This is an optimization exercise on Yosys and OpenROAD, whose aim is small area, not a production implementation. The RTL was checked by simulation tests, not by an equivalence proof against the original design.

== old ==
==> flow/design.v (excerpt) <==
module FNDCounter(clk, rstn, clksel, ld, ld_val, seg, an);
    input clk;
    input rstn;
    input clksel;
    input ld;            
    input [31:0] ld_val;
    output [6:0] seg;    
    output [7:0] an;     
    reg [31:0] fndcnt;   
    reg [2:0]  fndsel;   
    wire fndovf1, fndovf2, refreshovf;
    Counter24 #(.W(20), .TAP(17), .JBIT(19), .TVAL(20'h71d94), .IVAL(20'h31d94)) fctr1(clk, rstn, fndovf1);
    Counter24 #(.W(19), .TAP(7),  .JBIT(3),  .TVAL(19'h28284), .IVAL(19'h28280)) fctr2(clk, rstn, fndovf2);
    Counter24 #(.W(17), .TAP(14), .JBIT(0),  .TVAL(17'h15c38), .IVAL(17'h05c38)) rctr(clk, rstn, refreshovf);
    BCDDecoder dec(.n(fndcnt), .an(an), .seg(seg));
    wire fndovf = clksel ? fndovf2 : fndovf1;
    assign an = ~(8'b1 << fndsel);
    wire [32:0] carry;
    assign carry[0] = fndovf;
    genvar i;
    generate
        for (i = 0; i < 32; i = i + 1) begin : inc
            assign carry[i+1] = carry[i] & fndcnt[i];
        end
    endgenerate
    always @(posedge clk or negedge rstn) begin
        if (!rstn)
            fndcnt <= 0;
        else
            fndcnt <= ld ? ld_val : (fndcnt ^ carry[31:0]);
    end
    always @(posedge clk or negedge rstn) begin
        if (!rstn)
            fndsel <= 0;
        else if (refreshovf)
  ...
For scale: ~1300 cells after synthesis, roughly 91 flip-flops, roughly 51 I/O pins.
clock: 150.0 ns
lec_check: 0
abc_area: 1
cap_margin: 20
core_margin: 2
core_utilization: 40
cts_buf_list: sky130_fd_sc_hd__clkbuf_8
slew_margin: 20
standard.sh (not shown) runs the stock make flow with config.mk's settings and CLKGATE_MAP_FILE= SYNTH_SCRIPT=/design/flow/synth_recipe.tcl, a recipe that flattens the netlist after the stock synthesis.
==> flow/flow/run.sh <==
#!/bin/bash
# Layout flow: the standard flow, except that
#  - synthesis maps the logic with an area-only ABC script (flow/abc_area.script)
#    in place of ORFS's abc_area.script, which sizes cells up for speed, and
#    without mapping adders to sky130 half/full adder cells (ADDER_MAP_FILE empty),
#    so that ABC optimizes that logic with the rest;
#  - ports are buffered with sky130_fd_sc_hd__buf_1.
# Synthesis itself is ORFS's (synth_recipe.tcl), so registers keep their names and cells.
set -euo pipefail
W=$(pwd)
rm -rf "$W/scripts_custom"
cp -r "$FLOW_HOME/scripts" "$W/scripts_custom"
cp "$W/flow/abc_area.script" "$W/scripts_custom/abc_area.script"
bash standard.sh synth "SCRIPTS_DIR=$W/scripts_custom" "ADDER_MAP_FILE=" > "$W/synth.log" 2>&1
bash standard.sh finish "BUFFER_PORTS_ARGS=-buffer_cell sky130_fd_sc_hd__buf_1" > "$W/finish.log" 2>&1
==> flow/flow/abc_area.script <==
strash
dc2
&get -n
&deepsyn -T 30
&put
dc2
dch -f
amap
topo
Input-level comparison between new and old:
--- a/flow/design.v
+++ b/flow/design.v
@@ -473,31 +473,29 @@
     wire [2:0] m30_6;
     wire c30_6;
     assign {c30_6, m30_6} = fa(m29_6, c29_5);
     wire [2:0] m30_7;
     wire c30_7;
     assign {c30_7, m30_7} = fa(m29_7, c29_6);
     wire [2:0] ms;    
     wire ls;          
-    wire lf;          
-    wire [3:0] t0 = fb(m30_0, n[1]);   
-    wire [3:0] t1 = fb(m30_1, c30_0);   
-    wire [3:0] t2 = fb(m30_2, c30_1);   
-    wire [3:0] t3 = fb(m30_3, c30_2);   
-    wire [3:0] t4 = fb(m30_4, c30_3);   
-    wire [3:0] t5 = fb(m30_5, c30_4);   
-    wire [3:0] t6 = fb(m30_6, c30_5);   
+    wire [2:0] mb;    
+    wire lb;          
     assign ms[0] = (~an[0] & m30_0[0]) | (~an[1] & m30_1[0]) | (~an[2] & m30_2[0]) | (~an[3] & m30_3[0]) | (~an[4] & m30_4[0]) | (~an[5] & m30_5[0]) | (~an[6] & m30_6[0]) | (~an[7] & m30_7[0]);
+    assign mb[0] = (~an[1] & m30_0[0]) | (~an[2] & m30_1[0]) | (~an[3] & m30_2[0]) | (~an[4] & m30_3[0]) | (~an[5] & m30_4[0]) | (~an[6] & m30_5[0]) | (~an[7] & m30_6[0]);
     assign ms[1] = (~an[0] & m30_0[1]) | (~an[1] & m30_1[1]) | (~an[2] & m30_2[1]) | (~an[3] & m30_3[1]) | (~an[4] & m30_4[1]) | (~an[5] & m30_5[1]) | (~an[6] & m30_6[1]) | (~an[7] & m30_7[1]);
+    assign mb[1] = (~an[1] & m30_0[1]) | (~an[2] & m30_1[1]) | (~an[3] & m30_2[1]) | (~an[4] & m30_3[1]) | (~an[5] & m30_4[1]) | (~an[6] & m30_5[1]) | (~an[7] & m30_6[1]);
     assign ms[2] = (~an[0] & m30_0[2]) | (~an[1] & m30_1[2]) | (~an[2] & m30_2[2]) | (~an[3] & m30_3[2]) | (~an[4] & m30_4[2]) | (~an[5] & m30_5[2]) | (~an[6] & m30_6[2]) | (~an[7] & m30_7[2]);
+    assign mb[2] = (~an[1] & m30_0[2]) | (~an[2] & m30_1[2]) | (~an[3] & m30_2[2]) | (~an[4] & m30_3[2]) | (~an[5] & m30_4[2]) | (~an[6] & m30_5[2]) | (~an[7] & m30_6[2]);
     assign ls = (~an[0] & n[1]) | (~an[1] & c30_0) | (~an[2] & c30_1) | (~an[3] & c30_2) | (~an[4] & c30_3) | (~an[5] & c30_4) | (~an[6] & c30_5) | (~an[7] & c30_6);
-    assign lf = (~an[0] & n[0]) | (~an[1] & t0[3]) | (~an[2] & t1[3]) | (~an[3] & t2[3]) | (~an[4] & t3[3]) | (~an[5] & t4[3]) | (~an[6] & t5[3]) | (~an[7] & t6[3]);
+    assign lb = (~an[1] & n[1]) | (~an[2] & c30_0) | (~an[3] & c30_1) | (~an[4] & c30_2) | (~an[5] & c30_3) | (~an[6] & c30_4) | (~an[7] & c30_5);
     wire [3:0] sa = fb(ms, ls);
-    wire [3:0] dsel = {lf, sa[2:0]};   
+    wire [3:0] sb = fb(mb, lb);
+    wire [3:0] dsel = {(~an[0] & n[0]) | (an[0] & sb[3]), sa[2:0]};   
     reg [6:0] segr;
     assign seg = segr;
     always @(*) begin
         case (dsel)
             4'd0: segr = 7'b0110010;
             4'd1: segr = 7'b0010010;
             4'd2: segr = 7'b0001000;
             4'd3: segr = 7'b0000001;
Findings:
new reports a higher post-synthesis cell count than old does.
Changes observed in new relative to old: clock-pin slew reported for the worst setup and hold paths after clock tree synthesis has remained practically unchanged, non-clock buffer count in the final layout has increased.
Relative to old, the worst setup slack of new is higher by 0.36 ns.
Delta (new minus old): peak clock frequency supported by timing shows an increase of 0.83%, detailed-route via count up 126.

re-timing with driven ports:
The results above use ideal ports. As a check the final layouts listed here were re-extracted and re-timed, cells and wires unchanged.
Step 1 assumes that a clkbuf_16 drives the clock port and a buf_2 every other input.
Step 2 times the ports against the registers' clock, not the clock port: input delays grow and output delays shrink by t, the midpoint of the rising clock arrivals with the driver on.
Three values: ideal ports, drivers, drivers and shift; two values: the first two.
| run | t, ns | setup WS [ns] | worst setup path at the end | cell pins on the clock port's net |
|---|---|---|---|---|
| old | 0.426 | 105.825 / 105.780 / 106.207 | register to output | 1 |
| new | 0.396 | 106.189 / 106.151 / 106.547 | register to output | 1 |
After both steps setup and hold are still met in every run listed.
